Source: an optimization exercise on an open RTL-to-GDS flow (aim: small area and a short achievable clock period). Production flows keep margins and buffers that such runs may drop.
RTL that was checked went through simulation tests only; none was proved equivalent to the original.
The flow treats the clock pin as an ideal source. Dropping or thinning the clock tree relies on that and would not hold on a real chip.

run 1:
## image_filter_top
module image_filter_top (
    input        clk,
    input        rst,
    input  [7:0] pixel_in,
    input        valid_in,
    output [7:0] pixel_out,
    output       valid_out
);
==> flow/config.mk <==
export PLATFORM = sky130hd
export DESIGN_NAME = image_filter_top
export DESIGN_NICKNAME = image_filter_top
export VERILOG_FILES = /design/flow/design.v
export SDC_FILE = /design/flow/constraint.sdc
export NUM_CORES = 4
export LEC_CHECK = 0
export CAP_MARGIN = 20
export CORE_MARGIN = 2
export CORE_UTILIZATION = 40
export SLEW_MARGIN = 20
==> flow/constraint.sdc <==
create_clock -name core_clock -period 24.0 [get_ports {clk}]
set_input_delay 4.8000 -clock core_clock [delete_from_list [all_inputs] [get_ports {clk}]]
set_output_delay 4.8000 -clock core_clock [all_outputs]
set_load 0.01 [all_outputs]
run.sh (not shown) runs the stock make flow with config.mk's settings and CLKGATE_MAP_FILE= SYNTH_SCRIPT=/design/flow/synth_recipe.tcl, a recipe that flattens the netlist after the stock synthesis.
Looking at the reports, run 1 completed the entire flow and the layout it produced met the timing, design-rule and antenna checks.
Relative to run 1, the following input files were edited for run 2:
# run 1
export LEC_CHECK = 0
export CAP_MARGIN = 20
export CORE_MARGIN = 2
export CORE_UTILIZATION = 40
export SLEW_MARGIN = 20
create_clock -name core_clock -period 24.0 [get_ports {clk}]
# run 2
export LEC_CHECK = 0
export CAP_MARGIN = 20
export CORE_MARGIN = 2
export CORE_UTILIZATION = 40
export CTS_CLUSTER_DIAMETER = 80
export CTS_CLUSTER_SIZE = 25
export SLEW_MARGIN = 20
create_clock -name core_clock -period 24.0 [get_ports {clk}]
==> flow/flow/run.sh (new file) <==
#!/bin/bash
# The standard layout, with port buffers of a faster cell than the one
# buffer_ports picks by default (a clock delay buffer).
set -euo pipefail
export BUFFER_PORTS_ARGS="-buffer_cell sky130_fd_sc_hd__buf_2"
bash standard.sh > standard.log 2>&1
==> flow/standard.sh (new file) <==
#!/bin/bash
# synth_recipe.tcl (not shown) runs the flow's synth.tcl, then flattens the netlist and writes it again
# the make line also repeats each setting of config.mk as NAME=value (left out here)
make -C /OpenROAD-flow-scripts/flow DESIGN_CONFIG=/design/flow/config.mk WORK_HOME=/design/flow/orfs CLKGATE_MAP_FILE= SYNTH_SCRIPT=/design/flow/synth_recipe.tcl "${@:-finish}"
removed: flow/run.sh
==> comparison <==
- Compared to run 1, run 2 has area after detailed placement 0.83% lower.
- In the tables for run 2 and run 1, clock skew reads lower with run 1.
- Of run 2 and run 1, the run reporting the higher via count of the first global-routing pass was run 1.
No run of this note included a check of the RTL's function; only the layout flow was run.

---

image_filter_top, a different RTL version from the one above (not shown whole).
For scale: about 210 flip-flops, ~20 I/O pins, about 9900 µm² of cells after synthesis.
export LEC_CHECK = 0
export ABC_AREA = 1
export ABC_CLOCK_PERIOD_IN_PS = 10000
export CAP_MARGIN = 20
export CORE_MARGIN = 2
export CORE_UTILIZATION = 60
export SLEW_MARGIN = 20
create_clock -name core_clock -period 24.0 [get_ports {clk}]
standard.sh (not shown) runs the stock make flow with config.mk's settings and CLKGATE_MAP_FILE= SYNTH_SCRIPT=/design/flow/synth_recipe.tcl, a recipe that flattens the netlist after the stock synthesis.
==> flow/flow/run.sh <==
#!/bin/bash
# The standard layout (standard.sh), with these changes to how it is made:
#  - synthesis: the design's fa_cell modules (one full adder each) are kept
#    whole through synthesis and then mapped to the platform's full adder
#    cell (flow/fa_map.v), so no inverters are left around them; Yosys's own
#    adder extraction finds only full adders (extract_fa -fa); and ABC runs
#    an area-oriented script (flow/abc_area.script, selected by ABC_AREA=1
#    in config.mk). None of this touches the registers, so they and their
#    names are those of the standard synthesis.
#  - port buffers: buffer_ports uses buf_2 instead of the clock delay buffer
#    it picks by default.
#  - clock tree: instead of TritonCTS's three-level tree, a two-level one
#    (flow/clocktree.tcl): the clock port drives two clkbuf_16, which drive
#    ten clkbuf_16, each at the centre of a cluster of flip-flops. Every
#    flip-flop is two buffers away from the port. The rest of the CTS step
#    (legalising, repair) is ORFS's.
#  - timing repair: repair_timing works on every path slower than 5.55 ns
#    (a setup slack margin of 18.45 ns at the 24 ns clock), not only on
#    failing ones; the clock and constraints are unchanged.
# Every tool's output goes to the ORFS logs under orfs/logs and to
# standard.log here.
set -euo pipefail
here=$(pwd)
rm -rf scripts
cp -r "$FLOW_HOME/scripts" scripts
cp flow/abc_area.script scripts/abc_area.script
python3 - scripts/synth.tcl <<'PY'
import sys
f = sys.argv[1]
s = open(f).read()
def swap(old, new):
    global s
    assert s.count(old) == 1, old
    s = s.replace(old, new)
swap("hierarchy -check -top $::env(DESIGN_NAME)\n",
     "hierarchy -check -top $::env(DESIGN_NAME)\nsetattr -mod -set keep_hierarchy 1 fa_cell\n")
swap("  extract_fa {*}[dont_use_extract_fa_args]\n", "  extract_fa -fa\n")
swap("  log_cmd abc {*}$abc_args\n",
     "  techmap -map $::env(FA_CELL_MAP)\n  hierarchy -top $::env(DESIGN_NAME)\n  log_cmd abc {*}$abc_args\n")
open(f, "w").write(s)
PY
python3 - scripts/cts.tcl <<'PY'
import sys
f = sys.argv[1]
s = open(f).read()
old = "log_cmd clock_tree_synthesis {*}$cts_args\n"
assert s.count(old) == 1
s = s.replace(old, "source $::env(CLOCK_TREE_TCL)\nbuild_clock_tree2 2 10 sky130_fd_sc_hd__clkbuf_16\nset_propagated_clock [all_clocks]\n")
open(f, "w").write(s)
PY
export FA_CELL_MAP="$here/flow/fa_map.v"
export CLOCK_TREE_TCL="$here/flow/clocktree.tcl"
export SCRIPTS_DIR="$here/scripts"
export BUFFER_PORTS_ARGS="-buffer_cell sky130_fd_sc_hd__buf_2"
export SETUP_SLACK_MARGIN=18.45
bash standard.sh > standard.log 2>&1
Other scripts of this flow, unchanged in this note and not shown: flow/flow/abc_area.script, flow/flow/clocktree.tcl, flow/flow/fa_map.v
The starting point passed the timing, design-rule and antenna checks.
Next try:
--- a/flow/flow/run.sh
+++ b/flow/flow/run.sh
@@ -14 +14 @@
-#    ten clkbuf_16, each at the centre of a cluster of flip-flops. Every
+#    twelve clkbuf_16, each at the centre of a cluster of flip-flops. Every
@@ -48 +48 @@
-s = s.replace(old, "source $::env(CLOCK_TREE_TCL)\nbuild_clock_tree2 2 10 sky130_fd_sc_hd__clkbuf_16\nset_propagated_clock [all_clocks]\n")
+s = s.replace(old, "source $::env(CLOCK_TREE_TCL)\nbuild_clock_tree2 2 12 sky130_fd_sc_hd__clkbuf_16\nset_propagated_clock [all_clocks]\n")
Settings changed: GPL_TIMING_DRIVEN set to 1.
Worst setup slack is about the same; die area stays the same; utilization came out higher by 0.48 points; register-to-register slack is better by 0.02 ns.
In every run of this note, the design's own scripts or RTL, not TritonCTS, make the clock network.

## what the ideal ports hide
The flow's constraints put no driver on any port. The routed layouts listed below were extracted and timed again, unchanged, in two steps. Step 1 sets driving cells, clkbuf_16 on the clock port and buf_2 on the other inputs (assumed; they add their load-dependent delay and slew). Step 2 also shifts input and output timing later by t, the mid clock arrival at the registers, as if the neighbouring blocks saw the same clock. a / b / c = ideal / step 1 / step 2; a / b = the first two.
run	shift t [ns]	setup WS [ns]	worst setup path after step 2	worst slew at a driven data input, ns
run 1	0.566	17.577 / 17.603 / 17.038	input, reset recovery	0.05
run 2	0.528	18.197 / 18.162 / 17.697	input, reset recovery	0.05
the first run of note 2	0.385	18.432 / 18.372 / 18.033	input to register	0.17
the second run of note 2	0.388	18.431 / 18.377 / 18.049	input to register	0.16
After both steps every run listed still meets setup and hold. For run 1, which loses most, drivers alone change the setup slack by +0.026 ns; drivers and shift together by -0.539 ns. The worst setup slack also covers recovery checks on asynchronous resets.
